This is an optimization exercise on Yosys and OpenROAD, whose aim is small area, not a production implementation.
Only simulation tests tie the RTL to the original design; equivalence was not proved.
No activity file was given, so power comes from the tool's default toggle rates.

==> flow/design.v <==
`timescale 1ns / 1ps
module nidhogg(
    input wire clk,
    input wire rst,
    input wire BTNL,
    input wire BTNR,
    input wire BTND,
    input wire BTNU,
    input wire BTNC,
    input wire sw,
    input wire PS2Data,
    input wire PS2Clk,
    output wire vs,
    output wire hs,
    output wire [3:0] r,
    output wire [3:0] g,
    output wire [3:0] b,
    output wire [11:0] rom_bg_addr,
    input  wire [11:0] rom_bg_data,
    output wire [11:0] rom_torch_up_addr,
    input  wire [11:0] rom_torch_up_data,
    output wire [11:0] rom_torch_down_addr,
    input  wire [11:0] rom_torch_down_data,
    output wire [11:0] rom_window_up_addr,
    input  wire [11:0] rom_window_up_data,
    output wire [11:0] rom_window_down_addr,
    input  wire [11:0] rom_window_down_data,
    output wire [11:0] rom_pl_head_addr,
    input  wire [11:0] rom_pl_head1_data,
    input  wire [11:0] rom_pl_head2_data,
    output wire [11:0] rom_pl_legs_addr,
    input  wire [11:0] rom_pl_legs1_data,
    input  wire [11:0] rom_pl_legs2_data,
    output wire [9:0]  rom_pl_sword_addr,
    input  wire [11:0] rom_pl_sword_data,
    output wire [11:0] rom_pr_head_addr,
    input  wire [11:0] rom_pr_head1_data,
    input  wire [11:0] rom_pr_head2_data,
    output wire [11:0] rom_pr_legs_addr,
    input  wire [11:0] rom_pr_legs1_data,
    input  wire [11:0] rom_pr_legs2_data,
    output wire [9:0]  rom_pr_sword_addr,
    input  wire [11:0] rom_pr_sword_data,
    output wire [13:0] rom_sign_l_addr,
    input  wire [11:0] rom_sign_l_data,
    output wire [13:0] rom_sign_r_addr,
    input  wire [11:0] rom_sign_r_data,
    output wire [9:0]  rom_crown_r_addr,
    input  wire [11:0] rom_crown_r_data,
    output wire [9:0]  rom_crown_l_addr,
    input  wire [11:0] rom_crown_l_data
);
    function ge16(input [15:0] x, input [15:0] k);
        integer i;
        reg r;
        begin
            r = 1'b1;
            for (i = 0; i < 16; i = i + 1)
                r = k[i] ? (x[i] & r) : (x[i] | r);
            ge16 = r;
        end
    endfunction
    function le16(input [15:0] x, input [15:0] k);
        integer i;
        reg r;
        begin
            r = 1'b1;
            for (i = 0; i < 16; i = i + 1)
                r = k[i] ? (~x[i] | r) : (~x[i] & r);
            le16 = r;
        end
    endfunction
    localparam [11:0] KEY = 12'h198;
    reg [10:0] H;
    reg [9:0]  V;
    wire [10:0] H_inc;
    wire [9:0]  V_inc;
    rinc #(11) u_H (.a(H), .s(H_inc));
    rinc #(10) u_V (.a(V), .s(V_inc));
    always @(posedge clk)
        if (rst) begin
            H <= 0;
            V <= 0;
        end else if (H == 11'd1055) begin
            H <= 0;
            V <= (V == 10'd627) ? 10'd0 : V_inc;
        end else
            H <= H_inc;
    assign hs = (ge16(H, 16'd845)) && (le16(H, 16'd972));
    assign vs = (ge16(H, 16'd845)) ? ((ge16(V, 16'd600)) && (le16(V, 16'd622)))
                               : ((ge16(V, 16'd601)) && (le16(V, 16'd623)));
    wire vis0 = (le16(H, 16'd799)) && (le16(V, 16'd599));
    reg [9:0]  Vp;
    always @(posedge clk)
        if (rst)                Vp <= 0;
        else if (H == 11'd1055) Vp <= V;
    wire h_lt1 = (H == 11'd0);
    wire h_lt2 = (H[10:1] == 10'd0);
    wire h_lt3 = h_lt2 || (H == 11'd2);
    wire h_lt4 = (H[10:2] == 9'd0);
    wire [5:0] vb_ = h_lt1 ? Vp[5:0] : V[5:0];
    wire [9:0] vc_ = h_lt2 ? Vp : V;
    wire [9:0] vd_ = h_lt3 ? Vp : V;
    wire [6:0] ve_ = h_lt4 ? Vp[6:0] : V[6:0];
    wire h_lt5 = h_lt4 || (H == 11'd4);
    wire [6:0] vf_ = h_lt5 ? Vp[6:0] : V[6:0];
    wire first_line = (V == 10'd0) && (Vp == 10'd0);
    wire [6:0] hf_ = h_lt5 ? (first_line ? 7'd0 : H[6:0] + 7'd27) : H[6:0] - 7'd5;
    wire [5:0]  hb_ = h_lt1 ? (first_line ? 6'd0 : 6'd31) : H[5:0] - 6'd1;
    wire [10:0] hc_ = h_lt2 ? (first_line ? 11'd0 : {10'b1000001111, H[0]}) : H - 11'd2;
    reg visb, visc, visd, vise;
    always @(posedge clk) begin
        visb <= vis0;
        visc <= visb;
        vise <= visd;
    end
    always @(posedge clk)
        if (rst) begin
            visd <= 1'b1;
        end else begin
            visd <= visc;
        end
    wire hc0    = (hc_ == 11'd0);
    wire hd_cin = hc0 && visd;         
    wire hd_wrap = hc0 && !visd;       
    reg [11:0] rgb_b;
    always @(posedge clk)
        if (rst || !vis0)      rgb_b <= 12'h000;
        else if (ge16(V, 16'd551))  rgb_b <= 12'h300;
        else if (ge16(V, 16'd521))  rgb_b <= 12'h333;
        else                   rgb_b <= rom_bg_data;
    assign rom_bg_addr = {vb_[5:0], hb_[5:0]};
    reg [4:0] board_out, board, board_d;
    reg pos_reset;
    reg xL_at696_o, xL_gt536_o;       
    reg xR_at40_o, xR_lt200_o;        
    wire scoreR = xR_at40_o && !pos_reset;
    wire scoreL = xL_at696_o && !pos_reset;
    wire [4:0] board_mv;
    radd #(5) u_bmv (.a(board), .b({{4{scoreR}}, 1'b1}), .s(board_mv));
    always @(posedge clk) begin
        board_d <= board;
        board_out <= board_d;
    end
    always @(posedge clk)
        if (rst) begin
            board <= 5'd5;
            pos_reset <= 0;
        end else begin
            pos_reset <= scoreR || scoreL;
            if (scoreR || scoreL)
                board <= board_mv;
        end
    wire [5:0] torch_ay = vc_[5:0] - 6'd36;
    wire [5:0] torch_ax = hc_[5:0] - 6'd10;
    assign rom_torch_up_addr    = {torch_ay, torch_ax};
    assign rom_torch_down_addr  = {torch_ay, torch_ax};
    assign rom_window_up_addr   = {torch_ay, torch_ax};
    assign rom_window_down_addr = {torch_ay, torch_ax};
    wire bo1 = (board_out == 5'd1) || (board_out == 5'd9);
    wire ltorch = bo1 || (board_out == 5'd7);
    wire rtorch = bo1 || (board_out == 5'd3);
    wire x_r  = (ge16(H, 16'd589)) && (le16(H, 16'd652));
    wire x_lt = (ge16(H, 16'd153)) && (le16(H, 16'd216));
    wire x_lw = (ge16(H, 16'd141)) && (le16(H, 16'd204));
    wire y_u  = (ge16(V, 16'd100)) && (le16(V, 16'd163));
    wire y_d  = (ge16(V, 16'd164)) && (le16(V, 16'd227));
    wire in_l = ltorch ? x_lt : x_lw;
    wire use_torch = in_l ? ltorch : rtorch;
    wire in_x = in_l || x_r;
    wire [11:0] d_down = use_torch ? rom_torch_down_data : rom_window_down_data;
    wire [11:0] d_up   = use_torch ? rom_torch_up_data   : rom_window_up_data;
    reg [11:0] rgb_c;
    always @(posedge clk)
        if (rst || !visb)                             rgb_c <= 12'h000;
        else if (in_x && y_d && (d_down != KEY))      rgb_c <= d_down;
        else if (in_x && y_u && (d_up != KEY))        rgb_c <= d_up;
        else                                          rgb_c <= rgb_b;
    wire dead_L, dead_R;           
    wire winL, winR;
    wire deadR_k = dead_R || winR || winL;
    wire deadL_k = dead_L || winL || winR;
    wire kclkf, kdataf;
    debouncer db_clk (
        .clk(clk), .rst(rst), .I(PS2Clk), .O(kclkf));
    debouncer db_data (
        .clk(clk), .rst(rst), .I(PS2Data), .O(kdataf));
    reg kclkf_prev;
    reg [7:0] datacur;
    reg [3:0] cnt;
    wire [3:0] cnt_inc;
    rinc #(4) u_cnt (.a(cnt), .s(cnt_inc));
    reg flag, pflag;
    localparam [2:0] K_OTHER = 3'd0, K_LEFT = 3'd1, K_RIGHT = 3'd2, K_JUMP = 3'd3,
                     K_UP = 3'd4, K_DOWN = 3'd5, K_THROW = 3'd6, K_BRK = 3'd7;
    reg [2:0] kc_lo;
    reg kc_hi_brk;
    reg [2:0] dc_class;
    always @(*)
        case (datacur)
            8'h6B:   dc_class = K_LEFT;
            8'h74:   dc_class = K_RIGHT;
            8'h29:   dc_class = K_JUMP;
            8'h75:   dc_class = K_UP;
            8'h72:   dc_class = K_DOWN;
            8'h5A:   dc_class = K_THROW;
            8'hF0:   dc_class = K_BRK;
            default: dc_class = K_OTHER;
        endcase
    always @(posedge clk)
        if (rst) begin
            kclkf_prev <= 1'b0;
            datacur <= 0;
            cnt <= 0;
            flag <= 1'b0;
            pflag <= 1'b0;
            kc_lo <= K_OTHER;
            kc_hi_brk <= 1'b0;
        end else begin
            kclkf_prev <= kclkf;
            if (kclkf_prev && !kclkf) begin
                if (cnt >= 4'd1 && cnt <= 4'd8) datacur <= {kdataf, datacur[7:1]};
                if (cnt == 4'd9) flag <= 1'b1;
                if (cnt == 4'd10) flag <= 1'b0;
                if (le16(cnt, 16'd9)) cnt <= cnt_inc;
                else if (cnt == 4'd10) cnt <= 0;
            end
            pflag <= flag;
            if (flag && !pflag) begin
                kc_hi_brk <= (kc_lo == K_BRK);
                kc_lo <= dc_class;
            end
        end
    wire kd_ok = (kc_lo != K_BRK) && !kc_hi_brk && !deadR_k;
    wire c_l = (kc_lo == K_LEFT),  c_r = (kc_lo == K_RIGHT), c_j = (kc_lo == K_JUMP);
    wire c_u = (kc_lo == K_UP),    c_d = (kc_lo == K_DOWN),  c_t = (kc_lo == K_THROW);
    reg RP_left_h, RP_right_h, RP_jump_h, RP_throw_h, RP_up_h, RP_down_h, sp_hold;
    wire RP_left  = kd_ok && (c_l || (RP_left_h  && (c_j || c_u || c_d || c_t)));
    wire RP_right = kd_ok && (c_r || (RP_right_h && (c_j || c_u || c_d || c_t)));
    wire RP_jump  = kd_ok && (c_j || (RP_jump_h  && (c_l || c_r || c_u || c_d || c_t)));
    wire RP_throw = kd_ok && (c_t || (RP_throw_h && (c_l || c_r || c_j || c_u || c_d)));
    wire RP_up    = RP_up_h   || (kd_ok && c_u);
    wire RP_down  = RP_down_h || (kd_ok && c_d);
    reg  RP_sp_nxt;                          
    wire RP_sp = kd_ok ? RP_sp_nxt : sp_hold;
    always @(posedge clk)
        if (rst) begin
            RP_left_h <= 0; RP_right_h <= 0; RP_jump_h <= 0; RP_throw_h <= 0;
            RP_up_h <= 0; RP_down_h <= 0; sp_hold <= 0;
        end else begin
            RP_left_h <= RP_left; RP_right_h <= RP_right; RP_jump_h <= RP_jump;
            RP_throw_h <= RP_throw; RP_up_h <= RP_up; RP_down_h <= RP_down;
            sp_hold <= RP_sp;
        end
    localparam [8:0] C0 = 9'h001, C100 = 9'h16f, C200 = 9'h07d, C300 = 9'h0e9, C400 = 9'h1f1;
    reg [11:0] RX_nxt, RX;
    reg [8:0]  RY_nxt, RY;
    reg [9:0]  RP_xs;                        
    reg [8:0]  RP_cnt;
    reg [6:0]  RP_cc;
    reg RP_falling, RP_legs;
    wire RP_S  = (RP_cnt == C400);
    wire RP_Q  = (RP_cnt == C0) || (RP_cnt == C100) || (RP_cnt == C200) || (RP_cnt == C300);
    wire RP_y0 = (RY == 9'd450);
    wire RP_s0 = (RP_xs == 10'd32);
    wire RP_LR = RP_left || RP_right;
    wire [6:0] RP_cc_inc;
    wire [9:0] RP_xs_inc;
    rinc #(7)  u_RP_cc (.a(RP_cc), .s(RP_cc_inc));
    rinc #(10) u_RP_xs (.a(RP_xs), .s(RP_xs_inc));
    wire RP_top = (le16(RY, 16'd250));               
    wire [11:0] RX_mv;
    radd #(12) u_RX_mv (.a(RX), .b({{11{RP_left}}, 1'b1}), .s(RX_mv));
    wire [8:0]  RY_mv;
    radd #(9) u_RY_mv (.a(RY), .b({{8{~(RP_top || RP_falling)}}, 1'b1}), .s(RY_mv));
    always @(posedge clk)
        if (rst) begin
            RX_nxt <= 12'd661; RY_nxt <= 9'd450; RP_xs <= 10'd32;
            RP_cnt <= C0; RP_cc <= 0; RP_falling <= 0; RP_sp_nxt <= 0; RP_legs <= 0;
        end else begin
            if (pos_reset) begin
                RX_nxt <= 12'd661;
                RY_nxt <= 9'd450;
            end else if (RP_S) begin
                RP_cnt <= C0;
                RP_cc <= RP_cc_inc;
                if (RP_y0 && RP_s0) begin
                    if (RP_LR)         RX_nxt <= RX_mv;
                    else if (RP_jump)  begin RY_nxt <= 9'd449; RP_falling <= 0; end
                    else if (RP_throw) RP_xs <= 10'd33;
                    else if (RP_down)  RP_sp_nxt <= 0;
                    else if (RP_up)    RP_sp_nxt <= 1;
                end else if (!RP_y0 && RP_s0) begin
                    RY_nxt <= RY_mv;
                    if (RP_top) RP_falling <= ~RP_falling;
                    if (RP_LR)         RX_nxt <= RX_mv;
                    else if (RP_throw) RP_xs <= 10'd33;
                    else if (RP_down)  RP_sp_nxt <= 0;
                    else if (RP_up)    RP_sp_nxt <= 1;
                end else if (RP_y0) begin
                    if (ge16(RP_xs, 16'd633)) RP_xs <= 10'd32;
                    else if (RP_LR)    RX_nxt <= RX_mv;
                    else if (RP_jump)  begin RY_nxt <= 9'd449; RP_falling <= 0; end
                    else if (RP_down)  RP_sp_nxt <= 0;
                    else if (RP_up)    RP_sp_nxt <= 1;
                end else begin
                    if (ge16(RP_xs, 16'd233)) RP_xs <= 10'd32;
                    else begin
                        RY_nxt <= RY_mv;
                        if (RP_top) RP_falling <= ~RP_falling;
                    end
                    if (RP_LR)         RX_nxt <= RX_mv;
                    else if (RP_down)  RP_sp_nxt <= 0;
                    else if (RP_up)    RP_sp_nxt <= 1;
                end
            end else begin
                RP_cnt <= {RP_cnt[7:0], RP_cnt[8] ^ RP_cnt[4]};
                if (!RP_s0 && RP_Q)
                    RP_xs <= RP_xs_inc;
                else if (RP_LR) begin
                    if (!ge16(RP_cc, 16'd60))       RP_legs <= 1;
                    else if (!ge16(RP_cc, 16'd120)) RP_legs <= 0;
                    else                     RP_cc <= 0;
                end
            end
        end
    reg [11:0] LX_nxt, LX;
    reg [8:0]  LY_nxt, LY;
    reg [9:0]  LP_xs;                        
    reg [8:0]  LP_cnt;
    reg [6:0]  LP_cc;
    reg LP_falling, LP_legs, LP_sp_nxt, LP_sp;
    wire LP_S  = (LP_cnt == C400);
    wire LP_Q  = (LP_cnt == C0) || (LP_cnt == C100) || (LP_cnt == C200) || (LP_cnt == C300);
    wire LP_y0 = (LY == 9'd450);
    wire LP_s0 = (LP_xs == 10'd64);
    wire LP_LR = BTNR || BTNL;
    wire [6:0] LP_cc_inc;
    wire [9:0] LP_xs_inc;
    rinc #(7)  u_LP_cc (.a(LP_cc), .s(LP_cc_inc));
    rinc #(10) u_LP_xs (.a(LP_xs), .s(LP_xs_inc));
    wire LP_top = (le16(LY, 16'd250));
    wire [11:0] LX_mv;
    raddc #(12) u_LX_mv (.a(LX), .b({12{~BTNR && !deadL_k}}), .cin(BTNR && !deadL_k), .s(LX_mv));
    wire [8:0]  LY_mv;
    radd #(9) u_LY_mv (.a(LY), .b({{8{~(LP_top || LP_falling)}}, 1'b1}), .s(LY_mv));
    always @(posedge clk)
        if (rst) begin
            LX_nxt <= 12'd75; LY_nxt <= 9'd450; LP_xs <= 10'd64;
            LP_cnt <= C0; LP_cc <= 0; LP_falling <= 0; LP_sp_nxt <= 0; LP_legs <= 0;
        end else begin
            if (pos_reset) begin
                LX_nxt <= 12'd75;
                LY_nxt <= 9'd450;
            end else if (deadL_k) begin
                if (LP_LR)             LX_nxt <= LX_mv;
                else if (BTNC)         LY_nxt <= LY;
                else if (sw)           LP_xs <= 10'd64;
                else if (BTND || BTNU) LP_sp_nxt <= LP_sp;
            end else if (LP_S) begin
                LP_cnt <= C0;
                LP_cc <= LP_cc_inc;
                if (LP_y0 && LP_s0) begin
                    if (LP_LR)     LX_nxt <= LX_mv;
                    else if (BTNC) begin LY_nxt <= 9'd449; LP_falling <= 0; end
                    else if (sw)   LP_xs <= 10'd65;
                    else if (BTND) LP_sp_nxt <= 0;
                    else if (BTNU) LP_sp_nxt <= 1;
                end else if (!LP_y0 && LP_s0) begin
                    LY_nxt <= LY_mv;
                    if (LP_top) LP_falling <= ~LP_falling;
                    if (LP_LR)     LX_nxt <= LX_mv;
                    else if (sw)   LP_xs <= 10'd65;
                    else if (BTND) LP_sp_nxt <= 0;
                    else if (BTNU) LP_sp_nxt <= 1;
                end else if (LP_y0) begin
                    if (ge16(LP_xs, 16'd665)) LP_xs <= 10'd64;
                    else if (LP_LR) LX_nxt <= LX_mv;
                    else if (BTNC) begin LY_nxt <= 9'd449; LP_falling <= 0; end
                    else if (BTND) LP_sp_nxt <= 0;
                    else if (BTNU) LP_sp_nxt <= 1;
                end else begin
                    if (ge16(LP_xs, 16'd665)) LP_xs <= 10'd64;
                    else begin
                        LY_nxt <= LY_mv;
                        if (LP_top) LP_falling <= ~LP_falling;
                    end
                    if (LP_LR)     LX_nxt <= LX_mv;
                    else if (BTND) LP_sp_nxt <= 0;
                    else if (BTNU) LP_sp_nxt <= 1;
                end
            end else begin
                LP_cnt <= {LP_cnt[7:0], LP_cnt[8] ^ LP_cnt[4]};
                if (!LP_s0 && LP_Q)
                    LP_xs <= LP_xs_inc;
                else if (LP_LR) begin
                    if (!ge16(LP_cc, 16'd60))       LP_legs <= 1;
                    else if (!ge16(LP_cc, 16'd120)) LP_legs <= 0;
                    else                     LP_cc <= 0;
                end
            end
        end
    always @(posedge clk) begin
        RX <= RX_nxt;
        RY <= RY_nxt;
        LX <= LX_nxt;
        LY <= LY_nxt;
        LP_sp <= LP_sp_nxt;
    end
    reg [11:0] RX_p, LX_p;
    reg [8:0]  RY_p, LY_p;
    reg [9:0]  RP_xs_p, LP_xs_p;
    reg RP_sp_p, LP_sp_p, RP_legs_p, LP_legs_p;
    always @(posedge clk) begin
        RX_p <= RX;       LX_p <= LX;
        RY_p <= RY;       LY_p <= LY;
        RP_xs_p <= RP_xs; LP_xs_p <= LP_xs;
        RP_sp_p <= RP_sp; LP_sp_p <= LP_sp;
        RP_legs_p <= RP_legs; LP_legs_p <= LP_legs;
    end
    wire [11:0] xposL  = LX_p;
    wire [8:0]  yposL  = LY_p;
    wire [11:0] xswL;
    radd #(12) u_xswL (.a(xposL), .b({2'b0, LP_xs_p}), .s(xswL));
    wire [10:0] dxL;
    rsub #(11) u_dxL (.a(hc_), .b(xposL[10:0]), .d(dxL));
    wire [9:0] dyL;
    rsub #(10) u_dyL (.a(vc_), .b({1'b0, yposL}), .d(dyL));
    wire [10:0] dxsL;
    rsub #(11) u_dxsL (.a(hc_), .b(xswL[10:0]), .d(dxsL));
    wire nearL  = (!ge16(xposL, 16'd1056));
    wire nearsL = (!ge16(xswL, 16'd1056));
    reg cr_clamp, cr_lwrap, cr_fwrap;
    reg [11:0] addrL;
    reg [4:0]  addrLs;               
    reg        spL_d;
    always @(posedge clk) begin
        cr_clamp <= hd_cin;
        cr_lwrap <= hd_wrap && (vc_ != 10'd0);
        cr_fwrap <= hd_wrap && (vc_ == 10'd0);
        xL_at696_o <= (xposL == 12'd696);
        xL_gt536_o <= (ge16(xposL, 16'd537));
        addrL   <= {dyL[5:0], dxL[5:0]};
        addrLs  <= dxsL[4:0];
        spL_d   <= LP_sp_p;
    end
    assign rom_pl_head_addr  = addrL;
    assign rom_pl_legs_addr  = addrL;
    assign rom_pl_sword_addr = {addrL[10:6] + (spL_d ? 5'd8 : 5'd9), addrLs};
    wire inxL   = nearL && (ge16(dxL, 16'd2)) && (le16(dxL, 16'd65));
    wire inyL   = (le16(dyL, 16'd127));
    wire inBL   = inxL && inyL;            
    wire inSL   = nearsL && (ge16(dxsL, 16'd2)) && (le16(dxsL, 16'd33))
               && (LP_sp_p ? ((ge16(dyL, 16'd24)) && (le16(dyL, 16'd55)))
                                     : ((ge16(dyL, 16'd55)) && (le16(dyL, 16'd86))));
    wire [11:0] headL = LP_sp_p   ? rom_pl_head2_data : rom_pl_head1_data;
    wire [11:0] bodyL = dyL[6] ? legsL : headL;
    wire [11:0] legsL = LP_legs_p ? rom_pl_legs2_data : rom_pl_legs1_data;
    reg [11:0] rgb_d;
    always @(posedge clk)
        if (rst || !visc)                          rgb_d <= 12'h000;
        else if (inBL && (bodyL != KEY))           rgb_d <= dead_L ? 12'hf00 : bodyL;
        else if (inSL && (rom_pl_sword_data != KEY)) rgb_d <= dead_L ? 12'hf00 : 12'h000;
        else                                       rgb_d <= rgb_c;
    wire [11:0] xposR  = RX_p;
    wire [8:0]  yposR  = RY_p;
    wire [11:0] xswR;
    rsub #(12) u_xswR (.a(xposR), .b({2'b0, RP_xs_p}), .d(xswR));
    wire [10:0] dxR;
    rsubc #(11) u_dxR (.a(hc_), .b(xposR[10:0]), .cin(hd_cin), .d(dxR));
    wire [9:0] dyR;
    rsub #(10) u_dyR (.a(vd_), .b({1'b0, yposR}), .d(dyR));
    wire [10:0] dxsR;
    rsubc #(11) u_dxsR (.a(hc_), .b(xswR[10:0]), .cin(hd_cin), .d(dxsR));
    wire nearR  = (!ge16(xposR, 16'd1056));
    wire nearsR = (!ge16(xswR, 16'd1056));
    reg [11:0] addrR;
    reg [4:0]  addrRs;               
    reg        spR_d;
    always @(posedge clk) begin
        addrR   <= {dyR[5:0], dxR[5] ^ hd_wrap, dxR[4:0]};
        addrRs  <= dxsR[4:0];
        spR_d   <= RP_sp_p;
    end
    assign rom_pr_head_addr  = addrR;
    assign rom_pr_legs_addr  = addrR;
    assign rom_pr_sword_addr = {addrR[10:6] + (spR_d ? 5'd8 : 5'd9), addrRs};
    wire inxR   = nearR && (ge16(dxR, 16'd2)) && (le16(dxR, 16'd65));
    wire inyR   = (le16(dyR, 16'd127));
    wire inBR   = inxR && inyR;            
    wire inSR   = nearsR && (ge16(dxsR, 16'd2)) && (le16(dxsR, 16'd33))
               && (RP_sp_p ? ((ge16(dyR, 16'd24)) && (le16(dyR, 16'd55)))
                                     : ((ge16(dyR, 16'd55)) && (le16(dyR, 16'd86))));
    wire [11:0] headR = RP_sp_p   ? rom_pr_head2_data : rom_pr_head1_data;
    wire [11:0] bodyR = dyR[6] ? legsR : headR;
    wire [11:0] legsR = RP_legs_p ? rom_pr_legs2_data : rom_pr_legs1_data;
    reg [11:0] rgb_e;
    always @(posedge clk)
        if (rst || !visd)                          rgb_e <= 12'h000;
        else if (inBR && (bodyR != KEY))           rgb_e <= dead_R ? 12'hf00 : bodyR;
        else if (inSR && (rom_pr_sword_data != KEY)) rgb_e <= dead_R ? 12'hf00 : 12'h000;
        else                                       rgb_e <= rgb_d;
    wire crR_x = (ge16(dxR, 16'd18)) && (le16(dxR, 16'd49)) && ((le16(xposR, 16'd1037)) || (ge16(xposR, 16'd4080)));
    wire crR_y = (!dyR[9] && (le16(dyR, 16'd12))) || (dyR[9] && (ge16(dyR, 16'd1005)));
    reg in_cR;
    always @(posedge clk) begin
        in_cR      <= crR_x && crR_y;
        xR_at40_o  <= (xposR == 12'd40);
        xR_lt200_o <= (!ge16(xposR, 16'd200));
    end
    wire [12:0] dA;
    rsub #(13) u_dA (.a({1'b0, xswR}), .b({1'b0, xposL}), .d(dA));
    wire [12:0] dB;
    rsub #(13) u_dB (.a({1'b0, xswL}), .b({1'b0, xposR}), .d(dB));
    wire [9:0] dY;
    rsub #(10) u_dY (.a({1'b0, yposR}), .b({1'b0, yposL}), .d(dY));
    wire dY_n = dY[9];
    wire hitA_y = RP_sp_p ? ((!dY_n && (le16(dY, 16'd103))) || (dY_n && (ge16(dY, 16'd1001))))
                          : ((!dY_n && (le16(dY, 16'd72)))  || (dY_n && (ge16(dY, 16'd970))));
    wire hitB_y = LP_sp_p ? ((!dY_n && (le16(dY, 16'd23)))  || (dY_n && (ge16(dY, 16'd921))))
                          : ((!dY_n && (le16(dY, 16'd54)))  || (dY_n && (ge16(dY, 16'd952))));
    wire dY_eq = (LP_sp_p == RP_sp_p) ? (dY == 10'd0)
               : (LP_sp_p ? (dY == 10'h3e1) : (dY == 10'd31));
    reg hitA, hitB, sw_ne;
    always @(posedge clk) begin
        hitA  <= !dA[12] && (ge16(dA[11:0], 16'd7)) && (le16(dA[11:0], 16'd46)) && hitA_y;
        hitB  <= (ge16(xposR, 16'd18)) && ((!dB[12] && (le16(dB[11:0], 16'd21))) || (dB[12] && (ge16(dB[11:0], 16'd4078))))
                 && hitB_y;
        sw_ne <= !dY_eq;
    end
    reg dead_L_a, dead_R_a;
    wire act_ok = sw_ne && !dead_L_a && !dead_R_a;
    always @(posedge clk)
        if (rst) begin
            dead_L_a <= 0;
            dead_R_a <= 0;
        end else begin
            dead_L_a <= act_ok && hitA;
            dead_R_a <= act_ok && !hitA && hitB;
        end
    dead_timer dt_R (.clk(clk), .reset(rst), .active(dead_R_a), .premature_stop(pos_reset), .death(dead_R));
    dead_timer dt_L (.clk(clk), .reset(rst), .active(dead_L_a), .premature_stop(pos_reset), .death(dead_L));
    reg [9:0]  addr_cR, addr_cL;
    wire [4:0] acL_y = addrL[10:6] + (cr_fwrap ? 5'd6 : (cr_lwrap ? 5'd18 : 5'd19));
    wire [4:0] acL_x = addrL[4:0] + (cr_clamp ? 5'd16 : 5'd15);
    always @(posedge clk) begin
        addr_cR   <= {addrR[10:6] + 5'd19, ~addrR[4], addrR[3:0]};
        addr_cL   <= {acL_y, acL_x};
    end
    wire [13:0] addr_sign = {vf_ - 7'd28, hf_ - 7'd16};
    assign rom_sign_l_addr  = addr_sign;
    assign rom_sign_r_addr  = addr_sign;
    assign rom_crown_r_addr = addr_cR;
    assign rom_crown_l_addr = addr_cL;
    wire crL_x = (ge16(dxL, 16'd19)) && (le16(dxL, 16'd50)) && ((le16(xposL, 16'd1037)) || (ge16(xposL, 16'd4080)));
    wire crL_y = (!dyL[9] && (le16(dyL, 16'd12))) || (dyL[9] && (ge16(dyL, 16'd1005)));
    reg in_cL;
    always @(posedge clk) begin
        in_cL <= crL_x && crL_y;
    end
    wire sgn_y = (ge16(V, 16'd284)) && (le16(V, 16'd411));
    wire sgn_l = sgn_y && (ge16(H, 16'd278)) && (le16(H, 16'd405));
    wire sgn_r = sgn_y && (ge16(H, 16'd406)) && (le16(H, 16'd533));
    wire sgn   = sgn_l || sgn_r;
    wire [11:0] sgn_d = sgn_l ? rom_sign_l_data : rom_sign_r_data;
    wire condR = (board_out == 5'd1) && xR_lt200_o;
    wire condL = (board_out == 5'd9) && xL_gt536_o;
    reg winL_hold, winR_hold;
    assign winR = winR_hold || (vise && condR);
    assign winL = winL_hold || (vise && condL);
    always @(posedge clk)
        if (rst) begin
            winL_hold <= 0;
            winR_hold <= 0;
        end else begin
            winL_hold <= winL;
            winR_hold <= winR;
        end
    reg [11:0] rgb_f;
    always @(posedge clk)
        if (rst || !vise)                                rgb_f <= 12'h000;
        else if (condR) begin
            if (in_cR && (rom_crown_r_data != KEY))      rgb_f <= rom_crown_r_data;
            else if (sgn && (sgn_d == 12'hB0F))          rgb_f <= 12'hCF0;
            else if (sgn && (sgn_d == 12'h305))          rgb_f <= 12'h774;
            else                                         rgb_f <= rgb_e;
        end else if (condL) begin
            if (in_cL && (rom_crown_l_data != KEY))      rgb_f <= rom_crown_l_data;
            else if (sgn && (sgn_d != KEY))              rgb_f <= sgn_d;
            else                                         rgb_f <= rgb_e;
        end else                                         rgb_f <= rgb_e;
    assign {r, g, b} = rgb_f;
endmodule
module debouncer(
    input clk,
    input rst,
    input I,
    output reg O
    );
    reg [4:0] count;
    reg Iv;
    always@(posedge clk)
        if (rst) begin
            count <= 5'h01;
            Iv <= 1'b0;
            O <= 1'b0;
        end else if (I == Iv) begin
            if (count == 5'h06)
                O <= I;
            else
                count <= {count[3:0], count[4] ^ count[2]};
        end else begin
            count <= 5'h01;
            Iv <= I;
        end
endmodule
module dead_timer(
    input wire clk,
    input wire reset,
    input wire active,
    input wire premature_stop,
    output wire death
    );
    reg [15:0] counter;
    assign death = (counter != 16'h0001);
    wire running = death && (counter != 16'hb10e) && (counter != 16'h621d);
    always @(posedge clk)
        if (reset || premature_stop || !(active || running))
            counter <= 16'h0001;
        else
            counter <= {counter[14:0], counter[15] ^ counter[13] ^ counter[12] ^ counter[10]};
endmodule
module rsub #(parameter W = 8) (
    input  wire [W-1:0] a,
    input  wire [W-1:0] b,
    output wire [W-1:0] d
    );
    wire [W:0] c;
    assign c[0] = 1'b1;
    genvar i;
    generate
        for (i = 0; i < W; i = i + 1) begin : bitn
            wire nb = ~b[i];
            assign d[i]   = a[i] ^ nb ^ c[i];
            assign c[i+1] = (a[i] & nb) | (a[i] & c[i]) | (nb & c[i]);
        end
    endgenerate
endmodule
module radd #(parameter W = 8) (
    input  wire [W-1:0] a,
    input  wire [W-1:0] b,
    output wire [W-1:0] s
    );
    wire [W:0] c;
    assign c[0] = 1'b0;
    genvar i;
    generate
        for (i = 0; i < W; i = i + 1) begin : bitn
            assign s[i]   = a[i] ^ b[i] ^ c[i];
            assign c[i+1] = (a[i] & b[i]) | (a[i] & c[i]) | (b[i] & c[i]);
        end
    endgenerate
endmodule
module rinc #(parameter W = 8) (
    input  wire [W-1:0] a,
    output wire [W-1:0] s
    );
    wire [W:0] c;
    assign c[0] = 1'b1;
    genvar i;
    generate
        for (i = 0; i < W; i = i + 1) begin : bitn
            assign s[i]   = a[i] ^ c[i];
            assign c[i+1] = a[i] & c[i];
        end
    endgenerate
endmodule
module rsubc #(parameter W = 8) (
    input  wire [W-1:0] a,
    input  wire [W-1:0] b,
    input  wire         cin,
    output wire [W-1:0] d
    );
    wire [W:0] c;
    assign c[0] = cin;
    genvar i;
    generate
        for (i = 0; i < W; i = i + 1) begin : bitn
            wire nb = ~b[i];
            assign d[i]   = a[i] ^ nb ^ c[i];
            assign c[i+1] = (a[i] & nb) | (a[i] & c[i]) | (nb & c[i]);
        end
    endgenerate
endmodule
module raddc #(parameter W = 8) (
    input  wire [W-1:0] a,
    input  wire [W-1:0] b,
    input  wire         cin,
    output wire [W-1:0] s
    );
    wire [W:0] c;
    assign c[0] = cin;
    genvar i;
    generate
        for (i = 0; i < W; i = i + 1) begin : bitn
            assign s[i]   = a[i] ^ b[i] ^ c[i];
            assign c[i+1] = (a[i] & b[i]) | (a[i] & c[i]) | (b[i] & c[i]);
        end
    endgenerate
endmodule
==> flow/flow/run.sh <==
#!/bin/bash
# Standard layout (bash standard.sh), with two changes:
#  - the port buffers are the smallest buffer (sky130_fd_sc_hd__buf_1) instead
#    of the one buffer_ports picks by default; every input and output port
#    still gets its own buffer;
#  - clock tree synthesis uses clkbuf_4 buffers, sink clusters of up to 10
#    flip-flops within 40 um, and no dummy loads.
export BUFFER_PORTS_ARGS="-buffer_cell sky130_fd_sc_hd__buf_1"
export CTS_ARGS="-sink_clustering_enable -repair_clock_nets -dont_use_dummy_load -buf_list sky130_fd_sc_hd__clkbuf_4 -sink_clustering_size 10 -sink_clustering_max_diameter 40"
bash standard.sh > standard.log 2>&1
==> flow/standard.sh <==
#!/bin/bash
# synth_recipe.tcl (not shown) runs the flow's synth.tcl, then flattens the netlist and writes it again
# the make line also repeats each setting of config.mk as NAME=value (left out here)
make -C /OpenROAD-flow-scripts/flow DESIGN_CONFIG=/design/flow/config.mk WORK_HOME=/design/flow/orfs CLKGATE_MAP_FILE= SYNTH_SCRIPT=/design/flow/synth_recipe.tcl "${@:-finish}"
==> flow/config.mk <==
export PLATFORM = sky130hd
export DESIGN_NAME = nidhogg
export DESIGN_NICKNAME = nidhogg
export VERILOG_FILES = /design/flow/design.v
export SDC_FILE = /design/flow/constraint.sdc
export NUM_CORES = 4
export LEC_CHECK = 0
export CAP_MARGIN = 20
export CORE_MARGIN = 2
export CORE_UTILIZATION = 65
export SLEW_MARGIN = 20
==> flow/constraint.sdc <==
create_clock -name core_clock -period 25.0 [get_ports {clk}]
set_input_delay 5.0000 -clock core_clock [delete_from_list [all_inputs] [get_ports {clk}]]
set_output_delay 5.0000 -clock core_clock [all_outputs]
set_load 0.01 [all_outputs]
==> results.sh, run 1 <==
export IMPL_crit_top_cell="fa_1"
export IMPL_cp_arrival_ps=10280
export IMPL_vdd_drop_max_mv=0.0488
export IMPL_cts_hold_buf=0
export IMPL_overflow=0
export IMPL_cp_depth=20
export IMPL_first_iter_violations=2000
export IMPL_fmax_mhz=105
export IMPL_coreArea_sq_mm=0.0386
export IMPL_finalCritPeriodShare_pct=38.3
export IMPL_cts_max_level=3
export IMPL_grt_pass1_vias=21700
export IMPL_synth_fa_ha_area_share_pct=15.5
export IMPL_dieArea_sq_mm=0.0408
export IMPL_post_dp_cell_area_sq_mm=0.0269
export IMPL_worst_r2r_endpoint="rgb_e[0]"
export IMPL_cts_resized=0
export IMPL_yosys_register_bits=464
export IMPL_fin_util_pct=70.9
export IMPL_fin_nets=3515
export IMPL_cp_end_kind="register"
export IMPL_cts_root_buf="clkbuf_4"
export IMPL_async_flop_share_pct=0
export IMPL_chipWidth_um=202
export IMPL_synth_edf_count=0
export IMPL_worstPathCellList="buf_1, nor2_1, buf_4, inv_1, fa_1, inv_1, fa_1, fa_1, fa_1, fa_1, fa_1, fa_1, fa_1, fa_1, fa_1, fa_1, xnor2_1, xnor2_1, mux2i_1, nor2_1"
export IMPL_slowest_delay_ps=410
export IMPL_die_h_um=202
export IMPL_synth_most_common_cell="dfxtp_1"
export IMPL_synth_ff_type="dfxtp_1"
export IMPL_synth_top_area_share_pct=36.5
export IMPL_cts_tree="yes"
export IMPL_synth_cells=2711
export IMPL_vias_per_cell=6.26
export IMPL_cts_made_buffers=71
export IMPL_hpwl_um=63500
export IMPL_syn_cell_area_sq_mm=0.0255
export IMPL_cts_buffer_depth=3
export IMPL_outcome="timing/DRC/antenna clean"
export IMPL_r2r_slack_ps=16010
export IMPL_io_pins=428
export IMPL_yosys_warnings=3
export IMPL_avgSynthCellArea_sq_um=9.39
export IMPL_critical_path_top_delay_family="adder cells"
export IMPL_initial_core_util_pct=65.9
export IMPL_synth_top_family_by_area="simple AND/OR/NAND/NOR gates"
export IMPL_synth_xor_xnor_area_share_pct=2.58
export IMPL_grt_max_degree=81
export IMPL_route_detailed_drc=0
export IMPL_r2r_start="H[1]"
export IMPL_endpoint="LX_nxt[11]"
export IMPL_cts_setup_buffers=0
export IMPL_max_cap_viol_count=0
export IMPL_muxShareOfSynthArea_pct=5.02
export IMPL_wl_per_cell_um=22.3
export IMPL_clk_pin_slew_ps=110
export IMPL_cp_start_kind="primary input"
export IMPL_synth_simple_area_share_pct=19.3
export IMPL_drv_slew=0
export IMPL_drive_above_1_share_pct=5.19
export IMPL_synth_compound_gate_area_share_pct=14.3
export IMPL_io_buffer_count=427
export IMPL_critPathLaunch="BTNR"
export IMPL_track_usage_pct=38.2
export IMPL_vias=22300
export IMPL_worst_pin_slew_ps=1130
export IMPL_fin_tns_setup_ps=0
export IMPL_antenna_found_initial=7
export IMPL_wl_um=79800
export IMPL_area_growth_syn_to_layout_pct=7.63
export IMPL_synth_cell_types=100
export IMPL_grt_pass1_wl_um=121000
export IMPL_syn_nets=3179
export IMPL_synth_area_leaders="dfxtp_1 (36%), fa_1 (11%), ha_1 (4.4%)"
export IMPL_rsz0062_at_grt="no"
export IMPL_setup_worst_path_class="primary input to register"
export IMPL_worst_ep_required_time_ps=25710
export IMPL_reg2reg_depth=24
export IMPL_hold_viol=0
export IMPL_num_rows=72
export IMPL_hold_class="register to register"
export IMPL_power_leakage_nw=11.0
export IMPL_fin_crit_ps=9570
export IMPL_cp_slowest_cell="fa_1"
export IMPL_synth_top_area_cell="dfxtp_1"
export IMPL_firstDrtPassIters=8
export IMPL_place_gp_congestion=1.00
export IMPL_finalSetupViolations=0
export IMPL_yosys_top_cells_count="dfxtp_1 (464), inv_1 (197), nand2_1 (194)"
export IMPL_antenna_left=0
export IMPL_crit_fanout=12
export IMPL_cts_sinks=464
export IMPL_skew_ps=118
export IMPL_clkLatencyLatePin_ps=830
export IMPL_synth_seq_area_share_pct=36.5
export IMPL_relSlewSlack_pct=23.3
export IMPL_fin_area_sq_mm=0.0274
export IMPL_power_density_mw_per_mm2=65.3
export IMPL_crit_buf_inv=4
-- logic make-up (layout without fill, tap and decap cells) --
group | Yosys count | after routing
XOR/XNOR | 75 | 75
flip-flops | 464 | 464
AO/OA/AOI/OAI | 531 | 531
buffers and inverters | 379 | 713
multiplexers | 125 | 125
AND/OR/NAND/NOR | 907 | 907
adder cells (fa/ha/maj) | 230 | 230
other | 0 | 8
-- power breakdown --
part	internal, mW	total (mW)	leakage, nW	switching (mW)
logic	0.215	0.567	6.87	0.353
clock network	0.130	0.373	0.327	0.243
registers	0.798	0.849	3.76	0.0508
total	1.14	1.79	11.0	0.647
-- metal layers --
metal,vias to the layer above,GRT usage (%),wire [um]
met5,-,0,13
met4,2,17.5,3580
met3,219,7.03,6560
met2,1117,63.3,37800
met1,10900,48.8,31900
li1,10100,-,-
-- per-stage QoR --
step	hold slack, ps	setup WS [ps]	cells	total power, mW
3_3_place_gp	313	14740	3492	1.39
3_5_place_dp	312	14650	3492	1.42
6_report	321	15430	3571	1.79
4_1_cts	324	15520	3563	1.78
2_1_floorplan	310	15040	2711	1.24
5_1_grt	322	15220	3570	1.88
-- flip-flops by register name, summed over array words and instances, names as in the netlist, 11 cells and up, named ones only --
register	count
RX_p	12
rgb_c	12
dt_L.counter	16
rgb_e	12
RX	12
addrR	12
rgb_b	12
dt_R.counter	16
rgb_f	12
LX_nxt	12
LX_p	12
LX	12
RX_nxt	12
H	11
addrL	12
rgb_d	12
-- worst reg2reg max path: cells and delay by family (launching register included) --
family | cells | cell delay [ps]
AOI/OAI and AO/OA | 3 | 1570
xor gates and xnor gates | 2 | 440
adders and majority gates | 11 | 4190
buffers and inverters | 2 | 280
DFF | 1 | 390
and+or+nand+nor | 6 | 2040
-- layout by cell type, fill, tap and decap left out, types with 23 or more instances in the layout --
cell and n:
buf_1 426, dfxtp_1 464, nor4b_1 41, nor2_1 185, inv_1 197, and2_1 55, fa_1 141, ha_1 89
xor2_1 23, o21ai_0 79, nor4_1 25, nand2_1 194, a211oi_1 61, mux2i_1 102, xnor2_1 52, clkbuf_4 72
nand3_1 85, nand4_1 33, nor2b_1 52, a21oi_1 145, nor3_1 67, and3_1 32
-- worst min-delay path by stage --
| stage | start | end | slack (ps) | cells after the start |
|---|---|---|---|---|
| 2_1_floorplan | board_d[0] | board_out[0] | 310 | 0 |
| 3_3_place_gp | board_d[0] | board_out[0] | 310 | 0 |
| 3_5_place_dp | board_d[0] | board_out[0] | 310 | 0 |
| 4_1_cts | RY_nxt[5] | RY[5] | 320 | 0 |
| 5_1_grt | RY_nxt[5] | RY[5] | 320 | 0 |
| 6_report | RY_nxt[5] | RY[5] | 320 | 0 |
-- layout make-up --
class                           instances  area, sq um
Multi-Input combinational cell       1868        14400
Fill cell                            3048        11200
Sequential cell                       464         9290
Timing Repair Buffer                  445         1740
Inverter                              197          739
Tap cell                              518          648
Clock buffer                           71          533
Antenna cell                            8         20.0
==> inputs of run 2 (changes only) <==
--- a/flow/design.v
+++ b/flow/design.v
@@ -131,5 +131,6 @@
         else                   rgb_b <= rom_bg_data;
     assign rom_bg_addr = {vb_[5:0], hb_[5:0]};
-    reg [4:0] board_out, board, board_d;
+    reg [4:0] board;
+    reg [3:0] board_d, board_out;     
     reg pos_reset;
     reg xL_at696_o, xL_gt536_o;       
@@ -140,5 +141,5 @@
     radd #(5) u_bmv (.a(board), .b({{4{scoreR}}, 1'b1}), .s(board_mv));
     always @(posedge clk) begin
-        board_d <= board;
+        board_d <= {board == 5'd1, board == 5'd9, board == 5'd7, board == 5'd3};
         board_out <= board_d;
     end
@@ -158,7 +159,7 @@
     assign rom_window_up_addr   = {torch_ay, torch_ax};
     assign rom_window_down_addr = {torch_ay, torch_ax};
-    wire bo1 = (board_out == 5'd1) || (board_out == 5'd9);
-    wire ltorch = bo1 || (board_out == 5'd7);
-    wire rtorch = bo1 || (board_out == 5'd3);
+    wire bo1 = board_out[3] || board_out[2];
+    wire ltorch = bo1 || board_out[1];
+    wire rtorch = bo1 || board_out[0];
     wire x_r  = (ge16(H, 16'd589)) && (le16(H, 16'd652));
     wire x_lt = (ge16(H, 16'd153)) && (le16(H, 16'd216));
@@ -191,5 +192,5 @@
     wire [3:0] cnt_inc;
     rinc #(4) u_cnt (.a(cnt), .s(cnt_inc));
-    reg flag, pflag;
+    reg kc_take;
     localparam [2:0] K_OTHER = 3'd0, K_LEFT = 3'd1, K_RIGHT = 3'd2, K_JUMP = 3'd3,
                      K_UP = 3'd4, K_DOWN = 3'd5, K_THROW = 3'd6, K_BRK = 3'd7;
@@ -213,6 +214,5 @@
             datacur <= 0;
             cnt <= 0;
-            flag <= 1'b0;
-            pflag <= 1'b0;
+            kc_take <= 1'b0;
             kc_lo <= K_OTHER;
             kc_hi_brk <= 1'b0;
@@ -221,11 +221,9 @@
             if (kclkf_prev && !kclkf) begin
                 if (cnt >= 4'd1 && cnt <= 4'd8) datacur <= {kdataf, datacur[7:1]};
-                if (cnt == 4'd9) flag <= 1'b1;
-                if (cnt == 4'd10) flag <= 1'b0;
                 if (le16(cnt, 16'd9)) cnt <= cnt_inc;
                 else if (cnt == 4'd10) cnt <= 0;
             end
-            pflag <= flag;
-            if (flag && !pflag) begin
+            kc_take <= kclkf_prev && !kclkf && (cnt == 4'd9);
+            if (kc_take) begin
                 kc_hi_brk <= (kc_lo == K_BRK);
                 kc_lo <= dc_class;
@@ -564,6 +562,6 @@
     wire sgn   = sgn_l || sgn_r;
     wire [11:0] sgn_d = sgn_l ? rom_sign_l_data : rom_sign_r_data;
-    wire condR = (board_out == 5'd1) && xR_lt200_o;
-    wire condL = (board_out == 5'd9) && xL_gt536_o;
+    wire condR = board_out[3] && xR_lt200_o;
+    wire condL = board_out[2] && xL_gt536_o;
     reg winL_hold, winR_hold;
     assign winR = winR_hold || (vise && condR);
==> results.sh, run 2 <==
export IMPL_outcome="timing/DRC/antenna clean"
export IMPL_antenna_left=0
export IMPL_place_gp_congestion=1.00
export IMPL_overflow=0
export IMPL_synth_cells=2719
export IMPL_final_common_cell="dfxtp_1"
export IMPL_grt_pass1_vias=21300
export IMPL_fin_tns_setup_ps=0
export IMPL_synth_seq_area_share_pct=36.3
export IMPL_cts_made_buffers=66
export IMPL_io_buffer_count=427
export IMPL_dieArea_sq_mm=0.0407
export IMPL_muxShareOfSynthArea_pct=5.67
export IMPL_reg_top3="dt_L.counter (16), dt_R.counter (16)"
export IMPL_power_leakage_nw=10.9
export IMPL_cp_arrival_ps=10360
export IMPL_drv_slew=0
export IMPL_crit_buf_inv=3
export IMPL_finalCritPeriodShare_pct=38.8
export IMPL_setup_worst_path_class="register to register"
export IMPL_final_cell_mix="dfxtp_1 (461), buf_1 (426), nor2_1 (208), inv_1 (191), a21oi_1 (164)"
export IMPL_power_density_mw_per_mm2=60.5
export IMPL_slowest_delay_ps=730
export IMPL_cts_max_level=3
export IMPL_hold_viol=0
export IMPL_vdd_drop_max_mv=0.0670
export IMPL_antenna_found_initial=3
export IMPL_drive_above_1_share_pct=5.55
export IMPL_synth_xor_xnor_area_share_pct=2.48
export IMPL_cts_buffer_depth=3
export IMPL_hold_class="register to register"
export IMPL_chipWidth_um=202
export IMPL_cts_root_buf="clkbuf_4"
export IMPL_crit_fanout=12
export IMPL_worst_pin_slew_ps=1040
export IMPL_cts_setup_buffers=0
export IMPL_track_usage_pct=35.9
export IMPL_yosys_warnings=3
export IMPL_cts_hold_buf=0
export IMPL_worst_ep_required_time_ps=25660
export IMPL_initial_core_util_pct=65.7
export IMPL_vias=22100
export IMPL_area_growth_syn_to_layout_pct=7.58
export IMPL_fin_nets=3517
export IMPL_finalSetupViolations=0
export IMPL_cp_start_kind="register"
export IMPL_skew_ps=94.3
export IMPL_relSlewSlack_pct=30.8
export IMPL_synth_most_common_cell="dfxtp_1"
export IMPL_synth_compound_gate_area_share_pct=14.3
export IMPL_synth_simple_area_share_pct=19.0
export IMPL_cts_resized=0
export IMPL_io_pins=428
export IMPL_yosys_top_cells_count="dfxtp_1 (461), nor2_1 (209), inv_1 (191)"
export IMPL_rsz0062_at_grt="no"
export IMPL_firstDrtPassIters=5
export IMPL_synth_top_area_cell="dfxtp_1"
export IMPL_fmax_mhz=103
export IMPL_critical_path_top_delay_family="adder cells"
export IMPL_synth_ff_type="dfxtp_1"
export IMPL_avgSynthCellArea_sq_um=9.34
export IMPL_crit_top_cell="fa_1"
export IMPL_vias_per_cell=6.19
export IMPL_grt_max_degree=50
export IMPL_async_flop_share_pct=0
export IMPL_cp_end_kind="register"
export IMPL_route_detailed_drc=0
export IMPL_cts_sinks=461
export IMPL_first_iter_violations=1710
export IMPL_synth_area_leaders="dfxtp_1 (36%), fa_1 (11%), ha_1 (4.4%)"
export IMPL_die_h_um=202
export IMPL_clkLatencyLatePin_ps=800
export IMPL_cp_slowest_cell="a21oi_1"
export IMPL_clk_pin_slew_ps=90
export IMPL_wl_per_cell_um=20.9
export IMPL_fin_crit_ps=9700
export IMPL_synth_fa_ha_area_share_pct=15.5
export IMPL_cts_tree="yes"
export IMPL_num_rows=72
export IMPL_fin_util_pct=70.7
export IMPL_hpwl_um=58600
export IMPL_syn_cell_area_sq_mm=0.0254
export IMPL_yosys_register_bits=461
export IMPL_synth_top_family_by_area="simple AND/OR/NAND/NOR gates"
export IMPL_coreArea_sq_mm=0.0386
export IMPL_synth_top_area_share_pct=36.3
export IMPL_syn_nets=3187
export IMPL_wl_um=74700
export IMPL_grt_pass1_wl_um=114000
export IMPL_max_cap_viol_count=0
export IMPL_synth_edf_count=0
export IMPL_synth_cell_types=87
run 2: cell count changes in the layout (fill, tap and decap cells not counted), sizes merged, moves of 9 or more:
| cell | change |
|---|---|
| nand2 | -36 |
| and3 | +11 |
| a21oi | +17 |
| a211oi | -19 |
| or4b | -9 |
| nand3 | -14 |
| nor2 | +25 |
| o21ai | +14 |
| mux2 | +15 |
run 2: stage by stage:
stage | hold WS [ps] | instance area (sq um) | setup slack (ps) | total power, mW | cells
finish | 314 | 27300 | 15300 | 1.65 | 3569
global route | 316 | 27300 | 14860 | 1.74 | 3569
floorplan | 310 | 25400 | 15030 | 1.15 | 2719
global placement | 314 | 26800 | 14730 | 1.29 | 3499
CTS | 312 | 27300 | 15450 | 1.65 | 3565
detailed placement | 315 | 26800 | 14630 | 1.30 | 3499
run 2: final cells by class:
| cell class | count | area [sq um] |
|---|---|---|
| diodes | 4 | 10.0 |
| clock buffers | 66 | 495 |
| fillers | 3075 | 11300 |
| inverters | 192 | 721 |
| multi-input cells | 1882 | 14500 |
| flip-flops and latches | 461 | 9230 |
| well taps | 518 | 648 |
| repair buffers | 446 | 1750 |
run 2: where the power goes:
group	internal [mW]	switching [mW]	total, mW
logic	0.179	0.285	0.464
clock network	0.122	0.236	0.357
registers	0.786	0.0468	0.833
total	1.09	0.567	1.65
run 2: cells by family after synthesis:
logic type               count (synthesis)
AND/OR/NAND/NOR                        898
AO/OA/AOI/OAI                          544
flip-flops                             461
buffers and inverters                  376
adder cells (fa/ha/maj)                230
multiplexers                           138
XOR/XNOR                                72
run 2: routing by layer:
metal / share of wire (%) / wire, um / up-vias / track usage (%)
met4: 4.8 / 3590 / 0 / 16.9
met5: 0 / 0 / - / 0
met3: 7.3 / 5450 / 201 / 5.51
met2: 48 / 36000 / 1032 / 61.0
met1: 40 / 29700 / 10700 / 44.9
li1: - / - / 10200 / -
run 2: path summary, 6_finish.rpt:
check | start | endpoint | slack [ps] | depth (start not counted)
worst max-delay path | H[2] | rgb_e[9] | 15300 | 27
worst min register to register | LX_nxt[4] | LX[4] | 310 | 0
worst max register to register | H[2] | rgb_e[9] | 15300 | 27
worst min-delay path | LX_nxt[4] | LX[4] | 310 | 0
run 2: worst register-to-register path, stage by stage, from the launching register on:
cell and delay, ps:
dfxtp_1 410, inv_1 190, ha_1 290, or3b_1 510, nor3_4 340, nand3_1 410, nand2_1 370, inv_1 230
nor4_1 680, and2_1 250, inv_1 90, fa_1 390, fa_1 400, fa_1 400, fa_1 400, fa_1 400
fa_1 390, fa_1 420, fa_1 400, fa_1 390, fa_1 430, nand3_1 110, nand2b_1 110, a21oi_1 50
a21oi_1 730, nor2_1 150, or2_2 370, o221a_2 280
==> inputs of run 3 (changes only) <==
--- a/flow/design.v
+++ b/flow/design.v
@@ -271,5 +271,5 @@
     radd #(12) u_RX_mv (.a(RX), .b({{11{RP_left}}, 1'b1}), .s(RX_mv));
     wire [8:0]  RY_mv;
-    radd #(9) u_RY_mv (.a(RY), .b({{8{~(RP_top || RP_falling)}}, 1'b1}), .s(RY_mv));
+    radd #(9) u_RY_mv (.a(RY), .b({{8{~(!RP_y0 && (RP_top || RP_falling))}}, 1'b1}), .s(RY_mv));
     always @(posedge clk)
         if (rst) begin
@@ -285,5 +285,5 @@
                 if (RP_y0 && RP_s0) begin
                     if (RP_LR)         RX_nxt <= RX_mv;
-                    else if (RP_jump)  begin RY_nxt <= 9'd449; RP_falling <= 0; end
+                    else if (RP_jump)  begin RY_nxt <= RY_mv; RP_falling <= 0; end
                     else if (RP_throw) RP_xs <= 10'd33;
                     else if (RP_down)  RP_sp_nxt <= 0;
@@ -299,5 +299,5 @@
                     if (ge16(RP_xs, 16'd633)) RP_xs <= 10'd32;
                     else if (RP_LR)    RX_nxt <= RX_mv;
-                    else if (RP_jump)  begin RY_nxt <= 9'd449; RP_falling <= 0; end
+                    else if (RP_jump)  begin RY_nxt <= RY_mv; RP_falling <= 0; end
                     else if (RP_down)  RP_sp_nxt <= 0;
                     else if (RP_up)    RP_sp_nxt <= 1;
@@ -342,5 +342,6 @@
     raddc #(12) u_LX_mv (.a(LX), .b({12{~BTNR && !deadL_k}}), .cin(BTNR && !deadL_k), .s(LX_mv));
     wire [8:0]  LY_mv;
-    radd #(9) u_LY_mv (.a(LY), .b({{8{~(LP_top || LP_falling)}}, 1'b1}), .s(LY_mv));
+    wire LY_dn = !deadL_k && !LP_y0 && (LP_top || LP_falling);
+    raddc #(9) u_LY_mv (.a(LY), .b({9{!deadL_k && !LY_dn}}), .cin(LY_dn), .s(LY_mv));
     always @(posedge clk)
         if (rst) begin
@@ -353,5 +354,5 @@
             end else if (deadL_k) begin
                 if (LP_LR)             LX_nxt <= LX_mv;
-                else if (BTNC)         LY_nxt <= LY;
+                else if (BTNC)         LY_nxt <= LY_mv;
                 else if (sw)           LP_xs <= 10'd64;
                 else if (BTND || BTNU) LP_sp_nxt <= LP_sp;
@@ -361,5 +362,5 @@
                 if (LP_y0 && LP_s0) begin
                     if (LP_LR)     LX_nxt <= LX_mv;
-                    else if (BTNC) begin LY_nxt <= 9'd449; LP_falling <= 0; end
+                    else if (BTNC) begin LY_nxt <= LY_mv; LP_falling <= 0; end
                     else if (sw)   LP_xs <= 10'd65;
                     else if (BTND) LP_sp_nxt <= 0;
@@ -375,5 +376,5 @@
                     if (ge16(LP_xs, 16'd665)) LP_xs <= 10'd64;
                     else if (LP_LR) LX_nxt <= LX_mv;
-                    else if (BTNC) begin LY_nxt <= 9'd449; LP_falling <= 0; end
+                    else if (BTNC) begin LY_nxt <= LY_mv; LP_falling <= 0; end
                     else if (BTND) LP_sp_nxt <= 0;
                     else if (BTNU) LP_sp_nxt <= 1;
==> results.sh, run 3 <==
export IMPL_max_cap_viol_count=0
export IMPL_firstDrtPassIters=6
export IMPL_cts_buffer_depth=3
export IMPL_first_iter_violations=2258
export IMPL_cts_tree="yes"
export IMPL_reg_top3="dt_L.counter (16), dt_R.counter (16)"
export IMPL_yosys_register_bits=461
export IMPL_relSlewSlack_pct=28.3
export IMPL_worst_ep_required_time_ps=25720
export IMPL_cts_max_level=2
export IMPL_synth_seq_area_share_pct=36.3
export IMPL_setup_worst_path_class="primary input to register"
export IMPL_vias_per_cell=6.23
export IMPL_final_cell_mix="dfxtp_1 (461), buf_1 (426), nor2_1 (213), inv_1 (199), nand2_1 (148)"
export IMPL_track_usage_pct=36.9
export IMPL_area_growth_syn_to_layout_pct=7.41
export IMPL_rsz0062_at_grt="no"
export IMPL_synth_ff_type="dfxtp_1"
export IMPL_antenna_found_initial=4
export IMPL_cp_end_kind="register"
export IMPL_power_leakage_nw=11.1
export IMPL_synth_top_area_cell="dfxtp_1"
export IMPL_io_pins=428
export IMPL_wl_per_cell_um=21.7
export IMPL_finalSetupViolations=0
export IMPL_io_buffer_count=427
export IMPL_synth_edf_count=0
export IMPL_syn_cell_area_sq_mm=0.0254
export IMPL_route_detailed_drc=0
export IMPL_hpwl_um=61200
export IMPL_place_gp_congestion=1.00
export IMPL_chipWidth_um=202
export IMPL_yosys_top_cells_count="dfxtp_1 (461), nor2_1 (215), inv_1 (199)"
export IMPL_worst_slack_ps=15500
export IMPL_fin_tns_setup_ps=0
export IMPL_power_density_mw_per_mm2=82.1
export IMPL_cts_sinks=461
export IMPL_wl_um=76900
export IMPL_syn_nets=3162
export IMPL_crit_fanout=12
export IMPL_vias=22100
export IMPL_yosys_warnings=3
export IMPL_clkLatencyLatePin_ps=840
export IMPL_cp_start_kind="primary input"
export IMPL_num_rows=72
export IMPL_overflow=0
export IMPL_cts_made_buffers=60
export IMPL_final_common_cell="dfxtp_1"
export IMPL_vdd_drop_max_mv=0.0824
export IMPL_hold_viol=0
export IMPL_initial_core_util_pct=65.8
export IMPL_avgSynthCellArea_sq_um=9.45
export IMPL_cts_hold_buf=0
export IMPL_worst_pin_slew_ps=1070
export IMPL_skew_ps=62.1
export IMPL_cts_root_buf="clkbuf_4"
export IMPL_drv_slew=0
export IMPL_drive_above_1_share_pct=5.80
export IMPL_outcome="timing/DRC/antenna clean"
export IMPL_coreArea_sq_mm=0.0386
export IMPL_fin_nets=3490
export IMPL_synth_area_leaders="dfxtp_1 (36%), fa_1 (11%), mux2i_1 (4.4%)"
export IMPL_fin_crit_ps=9500
export IMPL_finalCritPeriodShare_pct=38.0
export IMPL_cp_arrival_ps=10210
export IMPL_hold_class="register to register"
export IMPL_dieArea_sq_mm=0.0407
export IMPL_place_ws_ps=14710
export IMPL_die_h_um=202
export IMPL_antenna_left=0
export IMPL_cts_setup_buffers=0
export IMPL_synth_cells=2693
export IMPL_async_flop_share_pct=0
export IMPL_synth_most_common_cell="dfxtp_1"
export IMPL_synth_top_area_share_pct=36.3
export IMPL_grt_pass1_wl_um=118000
export IMPL_cts_resized=0
export IMPL_synth_cell_types=95
export IMPL_clk_pin_slew_ps=110
export IMPL_fmax_mhz=105
export IMPL_grt_pass1_vias=21100
export IMPL_grt_max_degree=47
## run 3: layer usage
metal  vias up  global-route usage [%]  part of all wire (%)
met5         -                       0                     0
met4         0                    13.3                   3.7
met3       176                    5.79                   8.4
met2      1119                    60.6                    47
met1     10700                    49.5                    41
li1      10100                       -                     -
## run 3: critical path, cell delays in order
cell,delay (ps)
buf_1,200
nor2_1,90
buf_4,220
inv_1,100
fa_1,170
inv_1,50
fa_1,390
fa_1,390
fa_1,380
fa_1,410
fa_1,390
fa_1,400
fa_1,390
fa_1,390
fa_1,390
fa_1,390
xnor2_1,200
xnor2_1,80
mux2i_1,130
nor2_1,50
## run 3: cells by family (layout without fill, tap and decap cells)
family / after synthesis / count (layout) / synth area share (%)
adder cells (fa/ha/maj): 231 / 231 / 15.5
flip-flops: 461 / 461 / 36.3
AO/OA/AOI/OAI: 510 / 510 / 13.8
buffers and inverters: 382 / 708 / 6.88
other: 0 / 3 / 0
multiplexers: 143 / 143 / 5.77
AND/OR/NAND/NOR: 896 / 896 / 19.3
XOR/XNOR: 70 / 70 / 2.41
## run 3: per-stage QoR
step	power (mW)	util [%]	hold WS, ps	area (sq um)	std cells
after detailed placement	1.89	69.5	318	26900	3477
after CTS	2.22	70.7	336	27300	3537
final	2.24	70.7	327	27300	3540
after global routing	2.38	70.7	326	27300	3540
after floorplan	1.58	-	310	25400	2693
after global placement	1.85	69.5	312	26900	3477
## run 3: final timing paths
| check | startpoint | end | slack (ps) | depth (start not counted) |
|---|---|---|---|---|
| worst min-delay path | RY_nxt[1] | RY[1] | 330 | 0 |
| worst max register to register | H[1] | rgb_e[4] | 16260 | 23 |
| worst max-delay path | BTNR | LX_nxt[11] | 15500 | 20 |
| worst min register to register | RY_nxt[1] | RY[1] | 330 | 0 |
## run 3: layout make-up
class	instances	area, sq um
Inverter	200	751
Tap cell	518	648
Fill cell	3047	11300
Timing Repair Buffer	448	1760
Antenna cell	3	7.51
Sequential cell	461	9230
Clock buffer	60	450
Multi-Input combinational cell	1850	14500
## run 3: power by group
part	switching (mW)	internal [mW]
combinational	0.619	0.384
clock	0.234	0.109
sequential	0.0759	0.821
total	0.929	1.31
==> inputs of run 4 (changes only) <==
--- a/flow/design.v
+++ b/flow/design.v
@@ -576,14 +576,16 @@
             winR_hold <= winR;
         end
+    wire in_c = condR ? in_cR : in_cL;
+    wire [11:0] crown_d = condR ? rom_crown_r_data : rom_crown_l_data;
     reg [11:0] rgb_f;
     always @(posedge clk)
         if (rst || !vise)                                rgb_f <= 12'h000;
         else if (condR) begin
-            if (in_cR && (rom_crown_r_data != KEY))      rgb_f <= rom_crown_r_data;
+            if (in_c && (crown_d != KEY))                rgb_f <= crown_d;
             else if (sgn && (sgn_d == 12'hB0F))          rgb_f <= 12'hCF0;
             else if (sgn && (sgn_d == 12'h305))          rgb_f <= 12'h774;
             else                                         rgb_f <= rgb_e;
         end else if (condL) begin
-            if (in_cL && (rom_crown_l_data != KEY))      rgb_f <= rom_crown_l_data;
+            if (in_c && (crown_d != KEY))                rgb_f <= crown_d;
             else if (sgn && (sgn_d != KEY))              rgb_f <= sgn_d;
             else                                         rgb_f <= rgb_e;
==> results.sh, run 4 <==
export IMPL_cp_end_kind="register"
export IMPL_hold_path_cell_count=0
export IMPL_cts_resized=0
export IMPL_synth_seq_area_share_pct=36.0
export IMPL_initial_core_util_pct=66.1
export IMPL_vias=21800
export IMPL_fin_nets=3505
export IMPL_power_leakage_nw=10.8
export IMPL_yosys_register_bits=461
export IMPL_place_ws_ps=14670
export IMPL_area_growth_syn_to_layout_pct=7.22
export IMPL_setup_worst_path_class="primary input to register"
export IMPL_coreArea_sq_mm=0.0388
export IMPL_chipWidth_um=203
export IMPL_relSlewSlack_pct=23.1
export IMPL_grt_pass1_wl_um=114000
export IMPL_track_usage_pct=35.0
export IMPL_route_detailed_drc=0
export IMPL_slowest_delay_ps=410
export IMPL_grt_max_degree=80
export IMPL_endpoint="LX_nxt[11]"
export IMPL_yosys_top_cells_count="dfxtp_1 (461), inv_1 (205), nor2_1 (200)"
export IMPL_drv_slew=0
export IMPL_die_h_um=203
export IMPL_antenna_left=0
export IMPL_wl_um=73000
export IMPL_fin_area_sq_mm=0.0275
export IMPL_io_pins=428
export IMPL_skew_ps=94.1
export IMPL_worst_pin_slew_ps=1150
export IMPL_vias_per_cell=6.12
export IMPL_final_cell_mix="dfxtp_1 (461), buf_1 (426), inv_1 (205), nor2_1 (200), nand2_1 (165)"
export IMPL_clkLatencyLatePin_ps=840
export IMPL_finalPower_mw=1.89
export IMPL_fillCellCount=3139
export IMPL_worstPathCellList="buf_1, nor2_1, buf_4, inv_1, fa_1, inv_1, fa_1, fa_1, fa_1, fa_1, fa_1, fa_1, fa_1, fa_1, fa_1, fa_1, xnor2_1, xnor2_1, mux2i_1, nor2_1"
export IMPL_fin_crit_ps=9490
export IMPL_cts_tree="yes"
export IMPL_rsz0062_at_grt="no"
export IMPL_syn_nets=3180
export IMPL_fmax_mhz=105
export IMPL_clk_pin_slew_ps=100
export IMPL_power_density_mw_per_mm2=68.8
export IMPL_hold_viol=0
export IMPL_post_dp_cell_area_sq_mm=0.0270
export IMPL_cts_made_buffers=60
export IMPL_synth_cell_types=102
export IMPL_r2r_slack_ps=16330
export IMPL_num_rows=72
export IMPL_first_iter_violations=1974
export IMPL_finalCritPeriodShare_pct=38.0
export IMPL_synth_edf_count=0
export IMPL_fin_hold_ws_ps=275
export IMPL_overflow=0
export IMPL_reg2reg_depth=24
export IMPL_drive_above_1_share_pct=5.87
export IMPL_avgSynthCellArea_sq_um=9.46
export IMPL_hold_class="register to register"
export IMPL_io_buffer_count=427
export IMPL_final_common_cell="dfxtp_1"
export IMPL_dieArea_sq_mm=0.0411
export IMPL_synth_top_area_cell="dfxtp_1"
export IMPL_cts_root_buf="clkbuf_4"
export IMPL_worst_slack_ps=15510
export IMPL_finalSetupViolations=0
export IMPL_wl_per_cell_um=20.5
export IMPL_cp_arrival_ps=10200
export IMPL_cts_hold_buf=0
export IMPL_synth_cells=2711
export IMPL_async_flop_share_pct=0
export IMPL_cp_slowest_cell="fa_1"
export IMPL_synth_most_common_cell="dfxtp_1"
export IMPL_cts_buffer_depth=3
export IMPL_synth_ff_type="dfxtp_1"
export IMPL_grt_pass1_vias=21100
export IMPL_vdd_drop_max_mv=0.0677
export IMPL_cts_sinks=461
export IMPL_crit_top_cell="fa_1"
export IMPL_fin_util_pct=70.8
export IMPL_hpwl_um=57800
export IMPL_reg_top3="dt_L.counter (16), dt_R.counter (16)"
export IMPL_cts_max_level=2
export IMPL_worst_r2r_endpoint="rgb_e[0]"
export IMPL_critPathLaunch="BTNR"
export IMPL_final_cells=3556
export IMPL_max_cap_viol_count=0
export IMPL_synth_top_area_share_pct=36.0
export IMPL_cp_start_kind="primary input"
export IMPL_dpl_cell_count=3492
export IMPL_yosys_warnings=3
export IMPL_firstDrtPassIters=6
export IMPL_r2r_start="H[7]"
export IMPL_outcome="timing/DRC/antenna clean"
export IMPL_place_gp_congestion=1.00
export IMPL_synth_area_leaders="dfxtp_1 (36%), fa_1 (11%), ha_1 (4.4%)"
export IMPL_syn_cell_area_sq_mm=0.0256
export IMPL_worst_ep_required_time_ps=25710
export IMPL_antenna_found_initial=4
export IMPL_crit_fanout=12
export IMPL_fin_tns_setup_ps=0
export IMPL_cts_setup_buffers=0
## run 4: cell types whose count changed after synthesis, moves of 15 or more
cell | before | now
nand2_1 | 148 | 165
mux2_2 | 30 | 46
a211oi_1 | 49 | 67
nor2_1 | 215 | 200
and3_1 | 30 | 15
## run 4: final cells by class
class,count,area [sq um],share of cell area (%)
multi-input cells,1866,14700,53.4
flip-flops and latches,461,9230,33.6
repair buffers,441,1710,6.22
inverters,206,774,2.82
well taps,518,648,2.36
clock buffers,60,450,1.64
diodes,4,10.0,0.0364
## run 4: worst min-delay path by stage
stage	end	slack, ps	startpoint
after floorplan	board_out[0]	310	board_d[0]
after global placement	board_out[2]	310	board_d[2]
after detailed placement	board_out[2]	310	board_d[2]
after CTS	board_out[2]	270	board_d[2]
after global routing	board_out[3]	280	board_d[3]
final	board_out[2]	280	board_d[2]
## run 4: kinds of logic (layout without fill, tap and decap cells)
group           after synthesis  after routing  synth area share [%]
buf+inv                     384            707                  6.89
other cells                   0              4                     0
mux                         159            159                  6.44
simple gates                884            884                  18.9
fa+ha+maj                   231            231                  15.4
xor+xnor                     69             69                  2.36
compound gates              523            523                  14.0
flops                       461            461                  36.0
## run 4: where the power goes
group / switching, mW / internal (mW) / total, mW
combinational: 0.412 / 0.268 / 0.680
sequential: 0.0662 / 0.805 / 0.872
clock: 0.231 / 0.109 / 0.340
total: 0.709 / 1.18 / 1.89
## run 4: critical path, delay by kind of cell
family,cells,cell delay (ps)
adder cells (fa/ha/maj),11,4110
AND/OR/NAND/NOR,2,130
multiplexers,1,130
XOR/XNOR,2,300
buffers and inverters,4,540
## run 4: routing by layer
layer	track usage (%)	wire [um]	share of wire [%]	vias to the layer above
met3	5.14	5520	7.6	174
met1	46.1	29800	41	10500
li1	-	-	-	10100
met2	57.9	34600	47	1012
met4	14.8	3020	4.1	0
met5	0	0	0	-
